This is an optimization exercise on Yosys and OpenROAD, whose aim is small area, not a production implementation. The RTL was checked by simulation tests, not by an equivalence proof against the original design.

==> juniper <==
## RegisterFile
module RegisterFile #(
    parameter DATA_WIDTH = 32,
    parameter NUM_REGISTERS = 32
)(
    input logic clk,
    input logic rst,
    input logic [4:0] readRegister1,
    input logic [4:0] readRegister2,
    input logic [4:0] writeRegister,
    input logic [DATA_WIDTH-1:0] writeData,
    input logic writeEnable,
    output logic [DATA_WIDTH-1:0] readData1,
    output logic [DATA_WIDTH-1:0] readData2
);
==> module rf_and3, before the edit <==
module rf_and3 (
    input  logic a,
    input  logic b,
    input  logic c,
    output logic y
);
    assign y = a & b & c;
endmodule
==> module rf_and2, before the edit <==
module rf_and2 (
    input  logic a,
    input  logic b,
    output logic y
);
    assign y = a & b;
endmodule
==> module rf_nand2, before the edit <==
module rf_nand2 (
    input  logic a,
    input  logic b,
    output logic y
);
    assign y = ~(a & b);
endmodule
==> module rf_rbit, before the edit <==
module rf_rbit (
    input  logic [31:0] s,
    input  logic [31:0] d,
    output logic y
);
    logic [10:0] n;
    for (genvar g = 0; g < 10; g++) begin : g_aoi
        rf_aoi222 u (.s(s[3*g+2:3*g]), .d(d[3*g+2:3*g]), .y(n[g]));
    end
    rf_aoi222 u_last (.s({s[31], s[31:30]}), .d({d[31], d[31:30]}), .y(n[10]));
    assign y = ~&n;
endmodule
==> module RegisterFile, before the edit <==
module RegisterFile #(
    parameter DATA_WIDTH = 32,
    parameter NUM_REGISTERS = 32
)(
    input logic clk,
    input logic rst,
    input logic [4:0] readRegister1,
    input logic [4:0] readRegister2,
    input logic [4:0] writeRegister,
    input logic [DATA_WIDTH-1:0] writeData,
    input logic writeEnable,
    output logic [DATA_WIDTH-1:0] readData1,
    output logic [DATA_WIDTH-1:0] readData2
);
    logic [DATA_WIDTH-1:0] registers [0:NUM_REGISTERS-1];
    logic [DATA_WIDTH-1:0] nextRegisters [0:NUM_REGISTERS-1];
    logic [NUM_REGISTERS-1:0] valid;
    logic [NUM_REGISTERS-1:0] wsel;
    logic [NUM_REGISTERS-1:0] sel1 [0:1];
    logic [NUM_REGISTERS-1:0] sel2 [0:1];
    logic [NUM_REGISTERS-1:0] ld   [0:1];
    logic [NUM_REGISTERS-1:0] hold [0:1];
    logic [DATA_WIDTH-1:0] rd1, rd2;
    logic [NUM_REGISTERS-1:0] col [0:DATA_WIDTH-1];
    logic [3:0] r1_lo, r2_lo, w_lo;
    logic [7:0] r1_hi, r2_hi, w_hi;
    always_comb begin
        for (int k = 0; k < 4; k++) begin
            r1_lo[k] = (readRegister1[1:0] == k);
            r2_lo[k] = (readRegister2[1:0] == k);
            w_lo[k]  = (writeRegister[1:0] == k) && writeEnable;
        end
        for (int k = 0; k < 8; k++) begin
            r1_hi[k] = (readRegister1[4:2] == k);
            r2_hi[k] = (readRegister2[4:2] == k);
            w_hi[k]  = (writeRegister[4:2] == k);
        end
        for (int i = 0; i < NUM_REGISTERS; i++)
            wsel[i] = w_lo[i % 4] && w_hi[i / 4];
        for (int b = 0; b < DATA_WIDTH; b++)
            for (int i = 0; i < NUM_REGISTERS; i++)
                col[b][i] = registers[i][b];
    end
    for (genvar h = 0; h < 2; h++) begin : g_half
        for (genvar i = 0; i < NUM_REGISTERS; i++) begin : g_dec
            rf_and3  u_sel1 (.a(r1_lo[i % 4]), .b(r1_hi[i / 4]), .c(valid[i]), .y(sel1[h][i]));
            rf_and3  u_sel2 (.a(r2_lo[i % 4]), .b(r2_hi[i / 4]), .c(valid[i]), .y(sel2[h][i]));
            rf_and2  u_ld   (.a(w_lo[i % 4]),  .b(w_hi[i / 4]), .y(ld[h][i]));
            rf_nand2 u_hold (.a(w_lo[i % 4]),  .b(w_hi[i / 4]), .y(hold[h][i]));
        end
    end
    for (genvar i = 0; i < NUM_REGISTERS; i++) begin : g_row
        for (genvar b = 0; b < DATA_WIDTH; b++) begin : g_bit
            rf_hold u_hold (
                .ld(ld[b / 16][i]), .hold(hold[b / 16][i]), .d(writeData[b]),
                .q(registers[i][b]), .y(nextRegisters[i][b])
            );
        end
    end
    for (genvar b = 0; b < DATA_WIDTH; b++) begin : g_rd
        rf_rbit u_rd1 (.s(sel1[b / 16]), .d(col[b]), .y(rd1[b]));
        rf_rbit u_rd2 (.s(sel2[b / 16]), .d(col[b]), .y(rd2[b]));
    end
    always_ff @(posedge clk) begin
        for (int i = 0; i < NUM_REGISTERS; i++) begin
            registers[i] <= nextRegisters[i];
        end
    end
    always_ff @(posedge clk or posedge rst) begin
        if (rst) begin
            valid <= '0;
            readData1 <= '0;
            readData2 <= '0;
        end else begin
            readData1 <= rd1;
            readData2 <= rd2;
            valid <= valid | wsel;
        end
    end
endmodule
clock: 4.0 ns
lec_check: 0
cap_margin: 20
core_margin: 2
core_utilization: 40
cts_buf_list: sky130_fd_sc_hd__clkbuf_16
cts_cluster_diameter: 80
cts_cluster_size: 25
slew_margin: 20
synth_hierarchical: 1
run.sh (not shown) runs the stock make flow with config.mk's settings and CLKGATE_MAP_FILE= SYNTH_SCRIPT=/design/flow/synth_recipe.tcl, a recipe that flattens the netlist after the stock synthesis.
==> yarrow (differences from juniper) <==
==> flow/design.v (replaced) <==
module rf_hold (
    input  logic ld,
    input  logic hold,
    input  logic d,
    input  logic q,
    output logic y
);
    assign y = (ld & d) | (hold & q);
endmodule
module rf_aoi222 (
    input  logic [2:0] s,
    input  logic [2:0] d,
    output logic y
);
    assign y = ~((s[0] & d[0]) | (s[1] & d[1]) | (s[2] & d[2]));
endmodule
module rf_aoi22 (
    input  logic [1:0] s,
    input  logic [1:0] d,
    output logic y
);
    assign y = ~((s[0] & d[0]) | (s[1] & d[1]));
endmodule
module rf_rbit (
    input  logic [31:0] s,
    input  logic [31:0] d,
    output logic y
);
    logic [10:0] n;
    for (genvar g = 0; g < 10; g++) begin : g_aoi
        rf_aoi222 u (.s(s[3*g+2:3*g]), .d(d[3*g+2:3*g]), .y(n[g]));
    end
    rf_aoi22 u_last (.s(s[31:30]), .d(d[31:30]), .y(n[10]));
    assign y = ~&n;
endmodule
module RegisterFile #(
    parameter DATA_WIDTH = 32,
    parameter NUM_REGISTERS = 32
)(
    input logic clk,
    input logic rst,
    input logic [4:0] readRegister1,
    input logic [4:0] readRegister2,
    input logic [4:0] writeRegister,
    input logic [DATA_WIDTH-1:0] writeData,
    input logic writeEnable,
    output logic [DATA_WIDTH-1:0] readData1,
    output logic [DATA_WIDTH-1:0] readData2
);
    logic [DATA_WIDTH-1:0] registers [0:NUM_REGISTERS-1];
    logic [DATA_WIDTH-1:0] nextRegisters [0:NUM_REGISTERS-1];
    logic [NUM_REGISTERS-1:0] valid;
    logic [NUM_REGISTERS-1:0] sel1, sel2, wsel, hold;
    logic [DATA_WIDTH-1:0] rd1, rd2;
    logic [NUM_REGISTERS-1:0] col [0:DATA_WIDTH-1];
    always_comb begin
        for (int i = 0; i < NUM_REGISTERS; i++) begin
            sel1[i] = (readRegister1 == i) && valid[i];
            sel2[i] = (readRegister2 == i) && valid[i];
            wsel[i] = (writeRegister == i) && writeEnable;
            hold[i] = !wsel[i];
        end
        for (int b = 0; b < DATA_WIDTH; b++)
            for (int i = 0; i < NUM_REGISTERS; i++)
                col[b][i] = registers[i][b];
    end
    for (genvar i = 0; i < NUM_REGISTERS; i++) begin : g_row
        for (genvar b = 0; b < DATA_WIDTH; b++) begin : g_bit
            rf_hold u_hold (
                .ld(wsel[i]), .hold(hold[i]), .d(writeData[b]),
                .q(registers[i][b]), .y(nextRegisters[i][b])
            );
        end
    end
    for (genvar b = 0; b < DATA_WIDTH; b++) begin : g_rd
        rf_rbit u_rd1 (.s(sel1), .d(col[b]), .y(rd1[b]));
        rf_rbit u_rd2 (.s(sel2), .d(col[b]), .y(rd2[b]));
    end
    always_ff @(posedge clk) begin
        for (int i = 0; i < NUM_REGISTERS; i++) begin
            registers[i] <= nextRegisters[i];
        end
    end
    always_ff @(posedge clk or posedge rst) begin
        if (rst) begin
            valid <= '0;
            readData1 <= '0;
            readData2 <= '0;
        end else begin
            readData1 <= rd1;
            readData2 <= rd2;
            valid <= valid | wsel;
        end
    end
endmodule
==> flow/flow/run.sh (new file) <==
#!/bin/bash
cp standard.sh standard.sh.txt
export BUFFER_PORTS_ARGS="-buffer_cell sky130_fd_sc_hd__buf_1"
export CTS_ARGS="-sink_clustering_enable -repair_clock_nets -dont_use_dummy_load"
bash standard.sh > standard.log 2>&1
==> flow/standard.sh (new file) <==
#!/bin/bash
# synth_recipe.tcl (not shown) runs the flow's synth.tcl, then flattens the netlist and writes it again
# the make line also repeats each setting of config.mk as NAME=value (left out here)
make -C /OpenROAD-flow-scripts/flow DESIGN_CONFIG=/design/flow/config.mk WORK_HOME=/design/flow/orfs CLKGATE_MAP_FILE= SYNTH_SCRIPT=/design/flow/synth_recipe.tcl "${@:-finish}"
Settings changed: CTS_BUF_LIST sky130_fd_sc_hd__clkbuf_16 to not set, CTS_CLUSTER_DIAMETER 80 to not set, CTS_CLUSTER_SIZE 25 to not set.
removed: flow/run.sh
==> impl_metrics.json <==
{
  "status": "finished clean",
  "dieArea_sq_um": 109000,
  "cpPeakStageDelay_ns": 0.63,
  "holdPathEnd": "registers[7][28]",
  "clk_pin_slew_ns": 0.10,
  "cp-startpoint": "readRegister2[0]",
  "ir_drop_uv": 486,
  "multi_input_area_share_pct": 39.2,
  "clk_latency_ns": 0.72,
  "clock_power_mw": 6.62,
  "viasPerCell": 7.64,
  "use_met3_pct": 6.43
}
The numbers above come from juniper.

==> impl_metrics.json <==
{
  "viasPerCell": 7.84,
  "core.rowCount": 118,
  "dieArea_sq_um": 108000,
  "muxShareOfSynthArea_pct": 0,
  "use_met3_pct": 9.82,
  "seq_area_frac_synth_pct": 54.5,
  "status": "finished clean",
  "ir_drop_uv": 341,
  "clock_power_mw": 9.13,
  "clk_latency_ns": 0.70,
  "cp-startpoint": "readRegister2[4]",
  "synth_cell_types": 34,
  "clk_pin_slew_ns": 0.06,
  "multi_input_area_share_pct": 39.5
}
The numbers above come from yarrow.

what the ideal ports hide:
The flow's constraints put no driver on any port. The routed layouts listed below were extracted and timed again, unchanged, in two steps.
Step 1, drivers: a clkbuf_16 drives clk and a buf_2 each remaining input, both assumed.
Step 2 moves the port delays by t, midway between the first and last clock arrival at a register: inputs arrive t later, outputs are due t later. That takes back most of the time a late clock gives input paths.
Slacks: ideal ports / drivers / drivers and shift; pairs: ideal ports / drivers.
run	t (ns)	setup WS [ns]	worst setup path at the end	worst register clock-pin slew, ns
juniper	0.768	0.340 / 0.386 / -0.381	input to register	0.11 / 0.11
yarrow	0.746	0.867 / 0.911 / 0.166	input to register	0.06 / 0.06
Met with ideal ports but missed after step 2: setup timing in juniper. For juniper, which loses most, drivers alone change the setup slack by +0.046 ns; drivers and shift together by -0.721 ns.
